From an optimization exercise on the open Yosys and OpenROAD flow, aimed at small area and a short achievable clock period; shortcuts taken in it are not production practice.
Where RTL was checked, it was by simulation tests only, not by an equivalence proof against the original.
Power is estimated from default activity; no workload was simulated.

==> flow/design.v (excerpt) <==
module mac(
     input [11:0] Ain,
     input [11:0] Bin,
     input clk,reset,
     output [24:0] Mac_out
);
Size in the first run: ~40 flip-flops, about 51 I/O pins, roughly 5500 um^2 of cells after synthesis.
==> flow/config.mk <==
export PLATFORM = sky130hd
export DESIGN_NAME = mac
export DESIGN_NICKNAME = mac
export VERILOG_FILES = /design/flow/design.v
export SDC_FILE = /design/flow/constraint.sdc
export NUM_CORES = 4
export LEC_CHECK = 0
export CAP_MARGIN = 20
export CORE_MARGIN = 2
export CORE_UTILIZATION = 60
export CTS_BUF_LIST = sky130_fd_sc_hd__clkbuf_4 sky130_fd_sc_hd__clkbuf_8
export SLEW_MARGIN = 20
export SYNTH_HIERARCHICAL = 1
==> flow/constraint.sdc <==
create_clock -name core_clock -period 12.5 [get_ports {clk}]
set_input_delay 2.5000 -clock core_clock [delete_from_list [all_inputs] [get_ports {clk}]]
set_output_delay 2.5000 -clock core_clock [all_outputs]
set_load 0.01 [all_outputs]
standard.sh (not shown) runs the stock make flow with config.mk's settings and CLKGATE_MAP_FILE= SYNTH_SCRIPT=/design/flow/synth_recipe.tcl, a recipe that flattens the netlist after the stock synthesis.
==> flow/flow/run.sh <==
#!/bin/bash
# The standard layout (the standard.sh, standard synthesis unchanged), with
# two options: the port buffers are buf_2 cells, and the setup repair aims at
# a slack margin of 7.25 ns.  ORFS keeps each step's log in orfs/logs; the make
# output goes to standard.log.
set -o pipefail
bash standard.sh BUFFER_PORTS_ARGS="-buffer_cell sky130_fd_sc_hd__buf_2" SETUP_SLACK_MARGIN=7.25 finish > standard.log 2>&1
Rerun with:
==> flow/flow/run.sh (replaced) <==
#!/bin/bash
# The standard layout (the standard.sh, standard synthesis unchanged), with
# two options: the port buffers are buf_1 cells, and the setup repair aims at
# a slack margin of 7.25 ns.  ORFS keeps each step's log in orfs/logs; the make
# output goes to standard.log.
set -o pipefail
bash standard.sh BUFFER_PORTS_ARGS="-buffer_cell sky130_fd_sc_hd__buf_1" SETUP_SLACK_MARGIN=7.25 finish > standard.log 2>&1
Setup slack improves by 21 ps.
Power hardly moves.
Non-clock buffer count is unchanged.
Die area does not change.
No run of this note included a check of the RTL's function; only the layout flow was run.

---

v9:
mac, a different RTL version from the one above (not shown whole).
Size in the first run: ~580 cells after synthesis, roughly 40 flip-flops, about 51 I/O pins, about 0.0057 mm^2 of cells after synthesis.
export LEC_CHECK = 0
export CAP_MARGIN = 20
export CORE_MARGIN = 2
export CORE_UTILIZATION = 60
export CTS_BUF_LIST = sky130_fd_sc_hd__clkbuf_16
export SLEW_MARGIN = 20
export SYNTH_HIERARCHICAL = 1
create_clock -name core_clock -period 12.5 [get_ports {clk}]
==> flow/flow/run.sh <==
#!/bin/bash
# The standard layout (the standard.sh, standard synthesis unchanged), with
# two options: the port buffers are buf_1 cells, and the setup repair aims at
# a slack margin of 7.25 ns.  ORFS keeps each step's log in orfs/logs; the make
# output goes to standard.log.
set -o pipefail
bash standard.sh BUFFER_PORTS_ARGS="-buffer_cell sky130_fd_sc_hd__buf_1" SETUP_SLACK_MARGIN=7.25 finish > standard.log 2>&1
v9 went all the way through the flow, and no timing, DRC or antenna check failed.
What v53 does differently from v9 at the input level:
Settings: CTS_BUF_LIST changed from sky130_fd_sc_hd__clkbuf_16 to sky130_fd_sc_hd__clkbuf_4 sky130_fd_sc_hd__clkbuf_8.
==> flow/flow/run.sh <==
#!/bin/bash
# The standard layout (the standard.sh, standard synthesis unchanged), with
# two options: the port buffers are buf_2 cells, and the setup repair aims at
# a slack margin of 7.5 ns.  ORFS keeps each step's log in orfs/logs; the make
# output goes to standard.log.
set -o pipefail
bash standard.sh BUFFER_PORTS_ARGS="-buffer_cell sky130_fd_sc_hd__buf_2" SETUP_SLACK_MARGIN=7.5 finish > standard.log 2>&1
Findings:
In the metrics for v53 and v9, the one carrying the lower count of plain and timing-repair buffers in the layout is v9. v9 ended up with fa_1 as its worst-path cell with the longest stage delay; v53 ended up with fa_2. Ratio of routed vias to standard cells for v53: 1.3% up relative to v9. Compared with v9, v53 ends up with a larger final cell area.
## Diff of input files: v11 against v53
Settings: CTS_CLUSTER_DIAMETER now 200, previously not set; CTS_CLUSTER_SIZE now 40, previously not set.
==> flow/flow/run.sh <==
#!/bin/bash
# The standard layout (the standard.sh, standard synthesis unchanged), with
# two options: the port buffers are buf_2 cells, and the setup repair aims at
# a slack margin of 7.25 ns.  ORFS keeps each step's log in orfs/logs; the make
# output goes to standard.log.
set -o pipefail
bash standard.sh BUFFER_PORTS_ARGS="-buffer_cell sky130_fd_sc_hd__buf_2" SETUP_SLACK_MARGIN=7.25 finish > standard.log 2>&1
Notes after the runs:
Reported for v11 and v53, count of endpoints failing hold in the final timing report turned out identical to the last digit. When v11 is set beside v53, its post-detailed-route wirelength per cell turns out to be 0.41% larger. In the final reports, the cell area of v11 is smaller than that of v53. Delta (v11 minus v53): final routed wirelength across all metal layers comparable, proportion of total power due to net switching now larger, layout overhead on the synthesized area now smaller. Compared with v53, in v11 non-clock buffer count lost 1, share of final layout cell area taken by non-clock buffers lost 3.2 points.
Here is what was changed in the inputs of v36 compared with v11.
Settings: clearing CTS_CLUSTER_SIZE, which used to be 40; clearing CTS_CLUSTER_DIAMETER, which used to be 200.
Results
Final area: v36 vs v11 identical. Compared with v11, in v36 area enclosed by the die boundary roughly the same, proportion of total power due to net switching roughly the same, share of power burned in the clock network roughly the same, wire length roughly the same. Going from v11 to v36, relative slew slack about even; total design power was more or less identical; flop-to-flop setup slack flat. Re final cell count without fillers: no difference whatsoever between v11 and v36. Looking at v36 and v11, the total via count in the routed design is a wash.

---

mac again, from the RTL that the note above started with.
==> flow/config.mk <==
export PLATFORM = sky130hd
export DESIGN_NAME = mac
export DESIGN_NICKNAME = mac
export VERILOG_FILES = /design/flow/design.v
export SDC_FILE = /design/flow/constraint.sdc
export NUM_CORES = 4
export LEC_CHECK = 0
export CAP_MARGIN = 20
export CORE_MARGIN = 2
export CORE_UTILIZATION = 60
export CTS_BUF_LIST = sky130_fd_sc_hd__clkbuf_4 sky130_fd_sc_hd__clkbuf_8
export SLEW_MARGIN = 20
export SYNTH_HIERARCHICAL = 1
==> flow/constraint.sdc <==
create_clock -name core_clock -period 12.5 [get_ports {clk}]
set_input_delay 2.5000 -clock core_clock [delete_from_list [all_inputs] [get_ports {clk}]]
set_output_delay 2.5000 -clock core_clock [all_outputs]
set_load 0.01 [all_outputs]
==> flow/flow/run.sh <==
#!/bin/bash
# The standard layout (the standard.sh, standard synthesis unchanged), with
# two options: the port buffers are buf_2 cells, and the setup repair aims at
# a slack margin of 7.0 ns.  ORFS keeps each step's log in orfs/logs; the make
# output goes to standard.log.
set -o pipefail
bash standard.sh BUFFER_PORTS_ARGS="-buffer_cell sky130_fd_sc_hd__buf_2" SETUP_SLACK_MARGIN=7.0 finish > standard.log 2>&1
The starting point ran to the end with no violations.
==> next run, changes <==
==> flow/flow/run.sh (replaced) <==
#!/bin/bash
# The standard layout (the standard.sh, standard synthesis unchanged), with
# two options: the port buffers are buf_1 cells, and the setup repair aims at
# a slack margin of 7.25 ns.  ORFS keeps each step's log in orfs/logs; the make
# output goes to standard.log.
set -o pipefail
bash standard.sh BUFFER_PORTS_ARGS="-buffer_cell sky130_fd_sc_hd__buf_1" SETUP_SLACK_MARGIN=7.25 finish > standard.log 2>&1
Fmax went up by 0.76%.
Die area stays the same.
Register-to-register slack gains 40 ps.
Total power went down by 0.61%.
Clock skew went up by 7.3 ps.
Setup slack gains 39 ps.
First-iteration DRC count went down by 34%.
Count of clock-buffer cells in the layout went up by 2.
Cell area stays flat.
==> next run, changes <==
==> flow/flow/run.sh (replaced) <==
#!/bin/bash
# The standard layout (the standard.sh, standard synthesis unchanged), with
# two options: the port buffers are buf_1 cells, and the setup repair aims at
# a slack margin of 7.4 ns.  ORFS keeps each step's log in orfs/logs; the make
# output goes to standard.log.
set -o pipefail
bash standard.sh BUFFER_PORTS_ARGS="-buffer_cell sky130_fd_sc_hd__buf_1" SETUP_SLACK_MARGIN=7.4 finish > standard.log 2>&1
Outcome:
- The new run finished clean
- non-clock buffer count goes up by 1
- setup slack is better by 120 ps
- power climbs by 1.7%
- die area stays the same
- register-to-register slack hardly moves
- clock-buffer cell count fell by 2
- hold slack barely changes
==> next run, changes <==
==> flow/flow/run.sh (replaced) <==
#!/bin/bash
# The standard layout (the standard.sh, standard synthesis unchanged), with
# two options: the port buffers are buf_2 cells, and the setup repair aims at
# a slack margin of 7.25 ns.  ORFS keeps each step's log in orfs/logs; the make
# output goes to standard.log.
set -o pipefail
bash standard.sh BUFFER_PORTS_ARGS="-buffer_cell sky130_fd_sc_hd__buf_2" SETUP_SLACK_MARGIN=7.25 finish > standard.log 2>&1
Settings changed: CORE_UTILIZATION 60 to 75, PLACE_DENSITY set to 0.8.
After rerunning: Count of clock-buffer cells in the layout climbs by 2; register-to-register slack stays flat; sequential power barely changes; wire length goes up by 4.8%; sequential share of layout area climbs by 0.23 points; synthesized area is unchanged; global-route usage grows by 8.2 points.

[separate check: timing with driven ports]
The results above use ideal ports. As a check the final layouts listed here were re-extracted and re-timed, cells and wires unchanged. Step 1 (the two cells are an assumption about what drives the block):
set clk [get_ports {clk}]
set_driving_cell -lib_cell sky130_fd_sc_hd__clkbuf_16 $clk
set_driving_cell -lib_cell sky130_fd_sc_hd__buf_2 [delete_from_list [all_inputs] $clk]
Step 2 adds t to the input delays and takes it off the output delays; t is the mean of the earliest and latest rising clock arrival at the registers after step 1. Input paths then give back, and output paths get back, about the clock's delay inside the block. Three values: ideal ports, drivers, drivers and shift; two values: the first two.
run | shift t [ns] | setup slack, ns | slew at the worst register clock pin (ns)
the first run of note 1 | 0.334 | 7.267 / 7.233 / 7.014 | 0.09 / 0.09
the second run of note 1 | 0.338 | 7.288 / 7.253 / 7.020 | 0.09 / 0.09
v9 | 0.322 | 7.318 / 7.336 / 7.014 | 0.07 / 0.07
v53 | 0.333 | 7.554 / 7.525 / 7.192 | 0.09 / 0.09
v11 | 0.334 | 7.322 / 7.336 / 7.002 | 0.09 / 0.09
v36 | 0.334 | 7.322 / 7.336 / 7.002 | 0.09 / 0.09
the first run of note 3 | 0.334 | 7.290 / 7.300 / 6.966 | 0.09 / 0.09
the second run of note 3 | 0.332 | 7.329 / 7.344 / 7.013 | 0.09 / 0.09
the third run of note 3 | 0.335 | 7.446 / 7.451 / 7.116 | 0.10 / 0.10
the fourth run of note 3 | 0.332 | 7.317 / 7.321 / 6.989 | 0.09 / 0.09
After both steps setup and hold are still met in every run listed. The setup slack of v53, which loses most, moves by -0.029 ns with the drivers and by -0.362 ns with both steps.
